This design comes from an exercise in tuning for small area and a short achievable clock period on the open sky130 flow, not from production work.
In this exercise RTL edits were held to simulation tests only and were not proved equivalent to the original.

run a:
==> flow/design.v <==
`timescale 1ns / 1ps
module CPU(clk, rst, pc, instr, wb_we, wb_rd, wb_data, st_we, st_addr, st_data);
    input clk;
    input rst;
    output [8:0] pc;           
    input [31:0] instr;        
    output wb_we;              
    output [4:0] wb_rd;
    output [31:0] wb_data;
    output st_we;              
    output [4:0] st_addr;
    output [31:0] st_data;
    integer k;
    reg [6:0] pc_q;            
    always @(posedge clk) begin
        if (rst) pc_q <= 7'd25;    
        else     pc_q <= pc_q + 7'd1;
    end
    assign pc = {pc_q, 2'b00};
    wire [5:0] f_op = instr[31:26];
    wire [5:0] f_fn = instr[5:0];
    wire f_r   = (f_op == 6'b000000);
    wire f_add = f_r & (f_fn == 6'b100000);
    wire f_sub = f_r & (f_fn == 6'b100010);
    wire f_or  = f_r & (f_fn == 6'b100101);
    wire f_xor = f_r & (f_fn == 6'b100110);
    wire f_and = f_r & (f_fn == 6'b100100);
    wire f_lw  = (f_op == 6'b100011);
    wire f_sw  = (f_op == 6'b101011);
    reg d_wreg, d_wmem;        
    reg d_lw, d_sub, d_or, d_xor, d_and;
    reg [4:0] d_rs, d_rt;
    reg d_byps, d_bypt;        
    reg [15:0] d_imm;
    always @(posedge clk) begin
        if (rst) begin
            d_wreg <= 1'b0;
            d_wmem <= 1'b0;
        end else begin
            d_wreg <= f_add | f_sub | f_or | f_xor | f_and | f_lw;
            d_wmem <= f_sw;
        end
        d_lw  <= f_lw;
        d_sub <= f_sub;
        d_or  <= f_or;
        d_xor <= f_xor;
        d_and <= f_and;
        d_rs  <= instr[25:21];
        d_rt  <= instr[20:16];
        d_byps <= !rst && m_wreg && m_dest == instr[25:21];
        d_bypt <= !rst && m_wreg && m_dest == instr[20:16];
        d_imm <= instr[15:0];
    end
    function [31:0] rf_init(input integer i);
        case (i)
            1:  rf_init = 32'hA00000AA;
            2:  rf_init = 32'h10000011;
            3:  rf_init = 32'h20000022;
            4:  rf_init = 32'h30000033;
            5:  rf_init = 32'h40000044;
            6:  rf_init = 32'h50000055;
            7:  rf_init = 32'h60000066;
            8:  rf_init = 32'h70000077;
            9:  rf_init = 32'h80000088;
            10: rf_init = 32'h90000099;
            default: rf_init = 32'h00000000;
        endcase
    endfunction
    function [31:0] mem_init(input integer i);
        case (i)
            0:  mem_init = 32'hA00000AA;
            4:  mem_init = 32'h10000011;
            8:  mem_init = 32'h20000022;
            12: mem_init = 32'h30000033;
            16: mem_init = 32'h40000044;
            20: mem_init = 32'h50000055;
            24: mem_init = 32'h60000066;
            28: mem_init = 32'h70000077;
            default: mem_init = 32'h00000000;
        endcase
    endfunction
    reg [31:0] rf [0:31];      
    reg [31:0] rf_ok;          
    reg [31:0] mem [0:31];     
    reg [31:0] mem_ok;
    reg        e_wreg, e_wmem, e_lw, e_sub, e_or, e_xor, e_and;
    reg  [4:0] e_dest;
    reg        m_wreg, m_wmem, m_lw;
    reg  [4:0] m_dest;
    reg [31:0] m_alu, m_st;
    reg [31:0] m_dec;          
    reg        w_we;
    reg  [4:0] w_rd;
    reg [31:0] w_res;
    reg [31:0] m_fwn, w_fwn;
    reg [31:0] m_stn;          
    wire [4:0] d_dest = d_lw ? d_rt : d_imm[15:11];
    wire d_aluimm = d_lw | d_wmem;
    wire [31:0] w_dec = 32'd1 << w_rd;
    wire [31:0] rf_nx = rst ? 32'h00000000 : w_we ? (rf_ok | w_dec) : rf_ok;
    wire [31:0] f_rsd = 32'd1 << instr[25:21];
    wire [31:0] f_rtd = 32'd1 << instr[20:16];
    reg [31:0] d_rsv, d_rtv, d_rsi, d_rti;
    always @(posedge clk) begin
        d_rsv <= f_rsd & rf_nx;
        d_rtv <= f_rtd & rf_nx;
        d_rsi <= f_rsd & ~rf_nx;
        d_rti <= f_rtd & ~rf_nx;
    end
    reg [31:0] rs_rf, rt_rf;
    always @(*) begin
        rs_rf = 32'h00000000;
        rt_rf = 32'h00000000;
        for (k = 0; k < 32; k = k + 1) begin
            rs_rf = rs_rf | ({32{d_rsv[k]}} & rf[k]) | ({32{d_rsi[k]}} & rf_init(k));
            rt_rf = rt_rf | ({32{d_rtv[k]}} & rf[k]) | ({32{d_rti[k]}} & rf_init(k));
        end
    end
    wire [31:0] rs_val = d_byps ? w_res : rs_rf;
    wire [31:0] rt_val = d_bypt ? w_res : rt_rf;
    wire a1 = e_wreg && e_dest == d_rs;
    wire a2 = !a1 && m_wreg && m_dest == d_rs;
    wire b1 = e_wreg && e_dest == d_rt;
    wire b2 = !b1 && m_wreg && m_dest == d_rt;
    reg [31:0] e_a, e_b;
    reg [15:0] e_imm;
    reg e_a1, e_a2, e_a0;      
    reg e_b1, e_b2, e_b0, e_bi, e_b1n, e_b2n;  
    reg e_s1, e_s2, e_s0;      
    always @(posedge clk) begin
        if (rst) begin
            e_wreg <= 1'b0;
            e_wmem <= 1'b0;
        end else begin
            e_wreg <= d_wreg;
            e_wmem <= d_wmem;
        end
        e_lw   <= d_lw;
        e_sub  <= d_sub;
        e_or   <= d_or;
        e_xor  <= d_xor;
        e_and  <= d_and;
        e_dest <= d_dest;
        e_a    <= rs_val;
        e_b    <= rt_val ^ {32{d_sub}};    
        e_imm  <= d_imm;
        e_a1   <= a1;
        e_a2   <= a2;
        e_a0   <= !a1 && !a2;
        e_b1   <= b1 && !d_aluimm && !d_sub;
        e_b2   <= b2 && !d_aluimm && !d_sub;
        e_b1n  <= b1 && d_sub;
        e_b2n  <= b2 && d_sub;
        e_b0   <= !b1 && !b2 && !d_aluimm;
        e_bi   <= d_aluimm;
        e_s1   <= b1;
        e_s2   <= b2;
        e_s0   <= !b1 && !b2;
    end
    wire [31:0] opa = ({32{e_a1}} & ~m_fwn) | ({32{e_a2}} & ~w_fwn) | ({32{e_a0}} & e_a);
    wire [31:0] opb = ({32{e_b1}} & ~m_fwn) | ({32{e_b2}} & ~w_fwn) | ({32{e_b0}} & e_b)
                    | ({32{e_b1n}} & m_fwn) | ({32{e_b2n}} & w_fwn)
                    | ({32{e_bi}} & {16'h0000, e_imm});
    wire [31:0] sdat = ({32{e_s1}} & m_alu) | ({32{e_s2}} & w_res) | ({32{e_s0}} & e_b);
    wire [31:0] pp = opa ^ opb;
    wire [31:0] gg = opa & opb;
    wire [31:0] pl [0:5];
    wire [31:0] gl [0:5];
    assign pl[0] = pp;
    assign gl[0] = {gg[31:1], gg[0] | (pp[0] & e_sub)};
    genvar s, j;
    generate
        for (s = 0; s < 5; s = s + 1) begin : ks
            for (j = 0; j < 32; j = j + 1) begin : kb
                if (j >= (1 << s)) begin : op
                    assign gl[s+1][j] = gl[s][j] | (pl[s][j] & gl[s][j - (1 << s)]);
                    assign pl[s+1][j] = pl[s][j] & pl[s][j - (1 << s)];
                end else begin : pass
                    assign gl[s+1][j] = gl[s][j];
                    assign pl[s+1][j] = pl[s][j];
                end
            end
        end
    endgenerate
    wire [31:0] cin = {gl[5][30:0], e_sub};    
    wire [31:0] lres = ({32{e_xor}} & pp) | ({32{e_and}} & gg) | ({32{e_or}} & (pp | gg));
    wire e_sum = !(e_or | e_xor | e_and);
    wire [31:0] res0 = e_sum ? pp : lres;      
    wire [31:0] res1 = e_sum ? ~pp : lres;     
    wire [31:0] res = (cin & res1) | (~cin & res0);
    always @(posedge clk) begin
        if (rst) begin
            m_wreg <= 1'b0;
            m_wmem <= 1'b0;
        end else begin
            m_wreg <= e_wreg;
            m_wmem <= e_wmem;
        end
        m_lw   <= e_lw;
        m_dest <= e_dest;
        m_alu  <= res;
        m_fwn  <= ~res;
        m_dec  <= 32'd1 << (opa[4:0] + e_imm[4:0]);    
        m_st   <= sdat;
        m_stn  <= ~sdat;
    end
    wire [4:0] m_addr = m_alu[4:0];
    reg [31:0] mem_rd;
    always @(*) begin
        mem_rd = 32'h00000000;
        for (k = 0; k < 32; k = k + 1)
            mem_rd = mem_rd | ({32{m_dec[k] &  mem_ok[k]}} & mem[k])
                            | ({32{m_dec[k] & ~mem_ok[k]}} & mem_init(k));
    end
    always @(posedge clk) begin
        for (k = 0; k < 32; k = k + 1)
            if (m_wmem && m_dec[k]) mem[k] <= ~m_stn;
        if (rst)         mem_ok <= 32'h00000000;
        else if (m_wmem) mem_ok <= mem_ok | m_dec;
    end
    always @(posedge clk) begin
        if (rst) w_we <= 1'b0;
        else     w_we <= m_wreg;
        w_rd  <= m_dest;
        w_res <= m_lw ? mem_rd : m_alu;
        w_fwn <= ~(m_lw ? mem_rd : m_alu);
    end
    always @(posedge clk) begin
        for (k = 0; k < 32; k = k + 1)
            if (w_we && w_dec[k]) rf[k] <= w_res;
        if (rst)       rf_ok <= 32'h00000000;
        else if (w_we) rf_ok <= rf_ok | w_dec;
    end
    assign wb_we   = w_we;
    assign wb_rd   = w_rd;
    assign wb_data = ~w_fwn;
    assign st_we   = m_wmem;
    assign st_addr = m_addr;
    assign st_data = m_st;
endmodule
export LEC_CHECK = 0
export CAP_MARGIN = 20
export CORE_MARGIN = 2
export CORE_UTILIZATION = 40
export PLACE_DENSITY = 0.6
export SETUP_SLACK_MARGIN = 1.7
export SLEW_MARGIN = 20
create_clock -name core_clock -period 4.3 [get_ports {clk}]
standard.sh (not shown) runs the stock make flow with config.mk's settings and CLKGATE_MAP_FILE= SYNTH_SCRIPT=/design/flow/synth_recipe.tcl, a recipe that flattens the netlist after the stock synthesis.
==> flow/flow/run.sh <==
#!/bin/bash
# Own flow: the standard layout (standard.sh) with these changes:
#  - synthesis runs flow/my_synth.tcl: the standard synthesis script with a
#    two-part ABC mapping (see there); registers are the standard ones;
#  - port buffers are buf_2 cells, and repairs may resize a cell to any
#    footprint (MATCH_CELL_FOOTPRINT=0);
#  - clock tree: sinks clustered 24 at most, 80 um across, no dummy loads.
# Each step's output goes to a log file in this folder.
set -euo pipefail
W=$(pwd)
export MY_WORK_DIR=$W
export MY_FLOW_DIR=$W/flow
bash standard.sh SYNTH_SCRIPT=$W/flow/my_synth.tcl synth > $W/synth.log 2>&1
bash standard.sh MATCH_CELL_FOOTPRINT=0 \
  "BUFFER_PORTS_ARGS=-buffer_cell sky130_fd_sc_hd__buf_2" \
  "CTS_ARGS=-sink_clustering_enable -repair_clock_nets -sink_clustering_size 24 -sink_clustering_max_diameter 80 -dont_use_dummy_load" \
  finish > $W/layout.log 2>&1
ls -la $W/out/final.def
==> flow/flow/alu_abc.script <==
strash
dch
map -B 0.9
topo
stime -c
buffer -c
upsize -c
dnsize -c
==> flow/flow/my_synth.tcl <==
# The standard synthesis (synth_recipe.tcl), except that the technology
# mapping of the execute stage's logic (the cone feeding the m_alu
# registers, stopped at registers) is done first with ABC's delay-oriented
# classic mapper; the rest is then mapped with ORFS's usual ABC script.
# Registers are untouched: they are mapped before ABC runs.
proc abc {args} {
  set i [lsearch $args -script]
  set alu_args $args
  lset alu_args [expr {$i + 1}] $::env(MY_FLOW_DIR)/alu_abc.script
  yosys select -set my_dw {c:m_alu*} {c:m_fwn*} {%ci1:+sky130_fd_sc_hd__dfxtp_1[D]} {c:m_alu*} {c:m_fwn*} {%d}
  yosys select -set my_alu {@my_dw} {%ci*:-sky130_fd_sc_hd__dfxtp_1,sky130_fd_sc_hd__edfxtp_1} {t:$_*} {%i}
  yosys select -count {@my_alu}
  yosys abc {*}$alu_args {@my_alu}
  yosys select -clear
  yosys abc {*}$args
}
source $::env(MY_WORK_DIR)/synth_recipe.tcl
Input changes introduced in run b (baseline for comparison: run a):
--- a/flow/design.v
+++ b/flow/design.v
@@ -31,5 +31,5 @@
     reg d_lw, d_sub, d_or, d_xor, d_and;
     reg [4:0] d_rs, d_rt;
-    reg d_byps, d_bypt;        
+    reg [31:0] d_rsd, d_rtd;   
     reg [15:0] d_imm;
     always @(posedge clk) begin
@@ -48,6 +48,6 @@
         d_rs  <= instr[25:21];
         d_rt  <= instr[20:16];
-        d_byps <= !rst && m_wreg && m_dest == instr[25:21];
-        d_bypt <= !rst && m_wreg && m_dest == instr[20:16];
+        d_rsd <= 32'd1 << instr[25:21];
+        d_rtd <= 32'd1 << instr[20:16];
         d_imm <= instr[15:0];
     end
@@ -97,15 +97,6 @@
     wire [4:0] d_dest = d_lw ? d_rt : d_imm[15:11];
     wire d_aluimm = d_lw | d_wmem;
-    wire [31:0] w_dec = 32'd1 << w_rd;
-    wire [31:0] rf_nx = rst ? 32'h00000000 : w_we ? (rf_ok | w_dec) : rf_ok;
-    wire [31:0] f_rsd = 32'd1 << instr[25:21];
-    wire [31:0] f_rtd = 32'd1 << instr[20:16];
-    reg [31:0] d_rsv, d_rtv, d_rsi, d_rti;
-    always @(posedge clk) begin
-        d_rsv <= f_rsd & rf_nx;
-        d_rtv <= f_rtd & rf_nx;
-        d_rsi <= f_rsd & ~rf_nx;
-        d_rti <= f_rtd & ~rf_nx;
-    end
+    wire [31:0] rs_dec = d_rsd;
+    wire [31:0] rt_dec = d_rtd;
     reg [31:0] rs_rf, rt_rf;
     always @(*) begin
@@ -113,10 +104,12 @@
         rt_rf = 32'h00000000;
         for (k = 0; k < 32; k = k + 1) begin
-            rs_rf = rs_rf | ({32{d_rsv[k]}} & rf[k]) | ({32{d_rsi[k]}} & rf_init(k));
-            rt_rf = rt_rf | ({32{d_rtv[k]}} & rf[k]) | ({32{d_rti[k]}} & rf_init(k));
-        end
-    end
-    wire [31:0] rs_val = d_byps ? w_res : rs_rf;
-    wire [31:0] rt_val = d_bypt ? w_res : rt_rf;
+            rs_rf = rs_rf | ({32{rs_dec[k] &  rf_ok[k]}} & rf[k])
+                          | ({32{rs_dec[k] & ~rf_ok[k]}} & rf_init(k));
+            rt_rf = rt_rf | ({32{rt_dec[k] &  rf_ok[k]}} & rf[k])
+                          | ({32{rt_dec[k] & ~rf_ok[k]}} & rf_init(k));
+        end
+    end
+    wire [31:0] rs_val = (w_we && w_rd == d_rs) ? w_res : rs_rf;
+    wire [31:0] rt_val = (w_we && w_rd == d_rt) ? w_res : rt_rf;
     wire a1 = e_wreg && e_dest == d_rs;
     wire a2 = !a1 && m_wreg && m_dest == d_rs;
@@ -226,4 +219,5 @@
         w_fwn <= ~(m_lw ? mem_rd : m_alu);
     end
+    wire [31:0] w_dec = 32'd1 << w_rd;
     always @(posedge clk) begin
         for (k = 0; k < 32; k = k + 1)
==> comparison <==
The core of run b is less densely filled than that of run a. Delta (run b minus run a): share of cells above drive strength 1 climbed 0.47 points, least setup slack across all paths after layout dropped 180 ps. [run b] number of standard cells after synthesis fell 352 relative to run a. Number of antenna violations at the first check in global routing of run b falls short of that of run a by more than a quarter. Post-synthesis to final-layout area growth, run a and run b: larger value in run a. Number of global-route vias before repair: run b < run a.

## re-timing with driven ports
Ports are ideal in the flow. The routed layouts listed here were re-timed in OpenROAD.
Step 1 sets driving cells, clkbuf_16 on the clock port and buf_2 on the other inputs (assumed; they add their load-dependent delay and slew).
Step 2 times the ports against the registers' clock, not the clock port: input delays grow and output delays shrink by t, the midpoint of the rising clock arrivals with the driver on.
Slacks: no drivers / after step 1 / after step 2; pairs: no drivers / after step 1.
run | t (ns) | slack for setup (ns) | hold WS [ns]
run a | 0.930 | 1.510 / 1.510 / 1.510 | 0.117 / 0.032 / 0.290
run b | 0.907 | 1.325 / 1.325 / 1.325 | 0.116 / 0.047 / 0.323
After both steps every run listed still meets setup and hold.
